What follows belongs to an exercise in optimizing a design on an open flow for small area and a short achievable clock period; a production flow would make more cautious choices.
In this exercise RTL edits were held to simulation tests only and were not proved equivalent to the original.
Power figures rest on the tool's default switching activity, not on a simulated workload.

Setup of run A:
// pipeline_riscv
module pipeline_riscv (
  input          clk,
  input          nrst,
  input  [31:0]  inst,
  input  [31:0]  data_in,
  output [31:0]  inst_addr,
  output [31:0]  data_addr,
  output [31:0]  data_out,
  output         data_wr,
  output [31:0]  pc_IF,
  output [31:0]  pc_ID,
  output [31:0]  pc_EXE,
  output [31:0]  pc_MEM,
  output [31:0]  pc_WB
  );
clock: 7.5 ns
lec_check: 0
cap_margin: 20
core_margin: 2
core_utilization: 69
cts_buf_list: sky130_fd_sc_hd__clkbuf_16
cts_cluster_diameter: 80
cts_cluster_size: 20
place_density: 0.79
setup_slack_margin: 4
slew_margin: 20
synth_hierarchical: 1
standard.sh (not shown) runs the stock make flow with config.mk's settings and CLKGATE_MAP_FILE= SYNTH_SCRIPT=/design/flow/synth_recipe.tcl, a recipe that flattens the netlist after the stock synthesis.
==> flow/flow/run.sh <==
#!/bin/bash
# The standard layout (standard.sh, unchanged synthesis and steps) with two
# changes: the port buffers are buf_1 cells instead of the default delay
# buffers, and clock tree synthesis inserts no dummy loads.
set -euo pipefail
export BUFFER_PORTS_ARGS="-buffer_cell sky130_fd_sc_hd__buf_1"
export CTS_ARGS="-sink_clustering_enable -repair_clock_nets -sink_clustering_size 20 -sink_clustering_max_diameter 80 -buf_list sky130_fd_sc_hd__clkbuf_16 -dont_use_dummy_load"
bash standard.sh > standard.log 2>&1
Changes in run B relative to run A:
--- a/flow/config.mk
+++ b/flow/config.mk
@@ -9,3 +9,3 @@
 export CORE_MARGIN = 2
-export CORE_UTILIZATION = 69
+export CORE_UTILIZATION = 57
 export CTS_BUF_LIST = sky130_fd_sc_hd__clkbuf_16
@@ -13,3 +13,3 @@
 export CTS_CLUSTER_SIZE = 20
-export PLACE_DENSITY = 0.79
+export PLACE_DENSITY = 0.68
 export SETUP_SLACK_MARGIN = 4
==> comparison <==
Run B went all the way through the flow, and no timing, DRC or antenna check failed.
End point of the critical path: pc_r[17]$_DFF_P_ -> run A, pc_r[18]$_DFF_P_ -> run B
Run A → run B: HPWL reported at the end of detailed placement increased by 3.5% relative to the old numbers, cell leakage power comparable.
For the utilization, run B came in 13 points lower than run A did.
Changes in run C relative to run B:
--- a/flow/config.mk
+++ b/flow/config.mk
@@ -9,3 +9,3 @@
 export CORE_MARGIN = 2
-export CORE_UTILIZATION = 57
+export CORE_UTILIZATION = 66
 export CTS_BUF_LIST = sky130_fd_sc_hd__clkbuf_16
@@ -13,3 +13,3 @@
 export CTS_CLUSTER_SIZE = 20
-export PLACE_DENSITY = 0.68
+export PLACE_DENSITY = 0.76
 export SETUP_SLACK_MARGIN = 4
### Flow results
Run C finished every stage and its layout cleared the timing, DRC and antenna checks.
Against run B, run C comes in 31 ps lower on worst hold slack after final layout.
Going from run B to run C, buffers inserted during post-CTS setup optimization shrinks by 43%.
Looking at run C and run B, the register area is a wash.
Wire length on met1, run C and run B: higher on run B
Run B has a higher net switching share of the total power than run C.
Sequential fraction of total cell area: higher on run C
Input-level comparison between run D and run C:
--- a/flow/config.mk
+++ b/flow/config.mk
@@ -9,3 +9,3 @@
 export CORE_MARGIN = 2
-export CORE_UTILIZATION = 66
+export CORE_UTILIZATION = 62
 export CTS_BUF_LIST = sky130_fd_sc_hd__clkbuf_16
@@ -13,3 +13,3 @@
 export CTS_CLUSTER_SIZE = 20
-export PLACE_DENSITY = 0.76
+export PLACE_DENSITY = 0.72
 export SETUP_SLACK_MARGIN = 4
Findings:
- Against run C, count of buffers not belonging to the clock network in the layout in run D rose by more than 10%.
- Of run D and run C, it is run D that has the lower part of the cycle the worst path needs.
- Run D ended with every stage complete and zero timing, DRC or antenna violations.
- Via count (run D over run C): decrease, about 0.8%
- In the flow results for run D and run C, the worst slew margin relative to its limit is smaller on run D.
- Count of cell instances traversed by the critical path: run D vs run C up 3
- The core utilization in run D sits 2.9 points below the value recorded for run C.
- Against run C, run D comes in 2.1 points lower on aggregate global-route resource usage.
- Of run D and run C, the lower worst clock skew on the final layout belongs to run D.
- Of run D and run C, run D shows the higher number of nets in the finished design, with run C below it.
- Total setup violations reported at the end of the flow: run C vs run D — no meaningful difference


pipeline_riscv, a different RTL version from the one above (not shown whole).
Size: ~4,900 cells after synthesis, about 320 I/O pins, ~62,000 µm² of cells after synthesis.
export LEC_CHECK = 0
export CAP_MARGIN = 20
export CORE_MARGIN = 2
export CORE_UTILIZATION = 72
export CTS_BUF_LIST = sky130_fd_sc_hd__clkbuf_16
export CTS_CLUSTER_DIAMETER = 80
export CTS_CLUSTER_SIZE = 20
export PLACE_DENSITY = 0.82
export SETUP_SLACK_MARGIN = 4
export SLEW_MARGIN = 20
export SYNTH_HIERARCHICAL = 1
create_clock -name core_clock -period 7.5 [get_ports {clk}]
run.sh (not shown) runs the stock make flow with config.mk's settings and CLKGATE_MAP_FILE= SYNTH_SCRIPT=/design/flow/synth_recipe.tcl, a recipe that flattens the netlist after the stock synthesis.
Stock flow here: none of the scripts above is used.
The first run died in global routing (5_1_grt) on GRT-0232.
Change:
==> flow/flow/run.sh (new file) <==
#!/bin/bash
# The standard layout (standard.sh, unchanged synthesis and steps) with two
# changes: the port buffers are buf_1 cells instead of the default delay
# buffers, and clock tree synthesis inserts no dummy loads.
set -euo pipefail
export BUFFER_PORTS_ARGS="-buffer_cell sky130_fd_sc_hd__buf_1"
export CTS_ARGS="-sink_clustering_enable -repair_clock_nets -sink_clustering_size 20 -sink_clustering_max_diameter 80 -buf_list sky130_fd_sc_hd__clkbuf_16 -dont_use_dummy_load"
bash standard.sh > standard.log 2>&1
==> flow/standard.sh (new file) <==
#!/bin/bash
# synth_recipe.tcl (not shown) runs the flow's synth.tcl, then flattens the netlist and writes it again
# the make line also repeats each setting of config.mk as NAME=value (left out here)
make -C /OpenROAD-flow-scripts/flow DESIGN_CONFIG=/design/flow/config.mk WORK_HOME=/design/flow/orfs CLKGATE_MAP_FILE= SYNTH_SCRIPT=/design/flow/synth_recipe.tcl "${@:-finish}"
removed: flow/run.sh
Outcome:
- The new run ended with an error in global routing (5_1_grt) on GRT-0232
- synthesized cell count is unchanged
- synthesized area is unchanged

separate check: timing with driven ports:
How much do the figures lean on ideal ports? The routed layouts below were timed once more, with nothing changed but the port constraints.
Step 1 (the two cells are an assumption about what drives the block):
set clk [get_ports {clk}]
set_driving_cell -lib_cell sky130_fd_sc_hd__clkbuf_16 $clk
set_driving_cell -lib_cell sky130_fd_sc_hd__buf_2 [delete_from_list [all_inputs] $clk]
Step 2 times the ports against the registers' clock, not the clock port: input delays grow and output delays shrink by t, the midpoint of the rising clock arrivals with the driver on.
Three values: ideal, step 1, step 2; two values: the first two.
run	t, ns	setup slack, ns	worst slew at a driven data input, ns	cell pins on the clock port's net
run A	0.774	3.321 / 3.321 / 3.321	0.08	1
run B	0.769	3.500 / 3.500 / 3.396	0.08	1
run C	0.776	3.533 / 3.533 / 3.409	0.05	1
run D	0.750	3.628 / 3.628 / 3.469	0.05	1
After both steps setup and hold are still met in every run listed. The setup slack of run D, which loses most, moves by 0.000 ns with the drivers and by -0.159 ns with both steps.
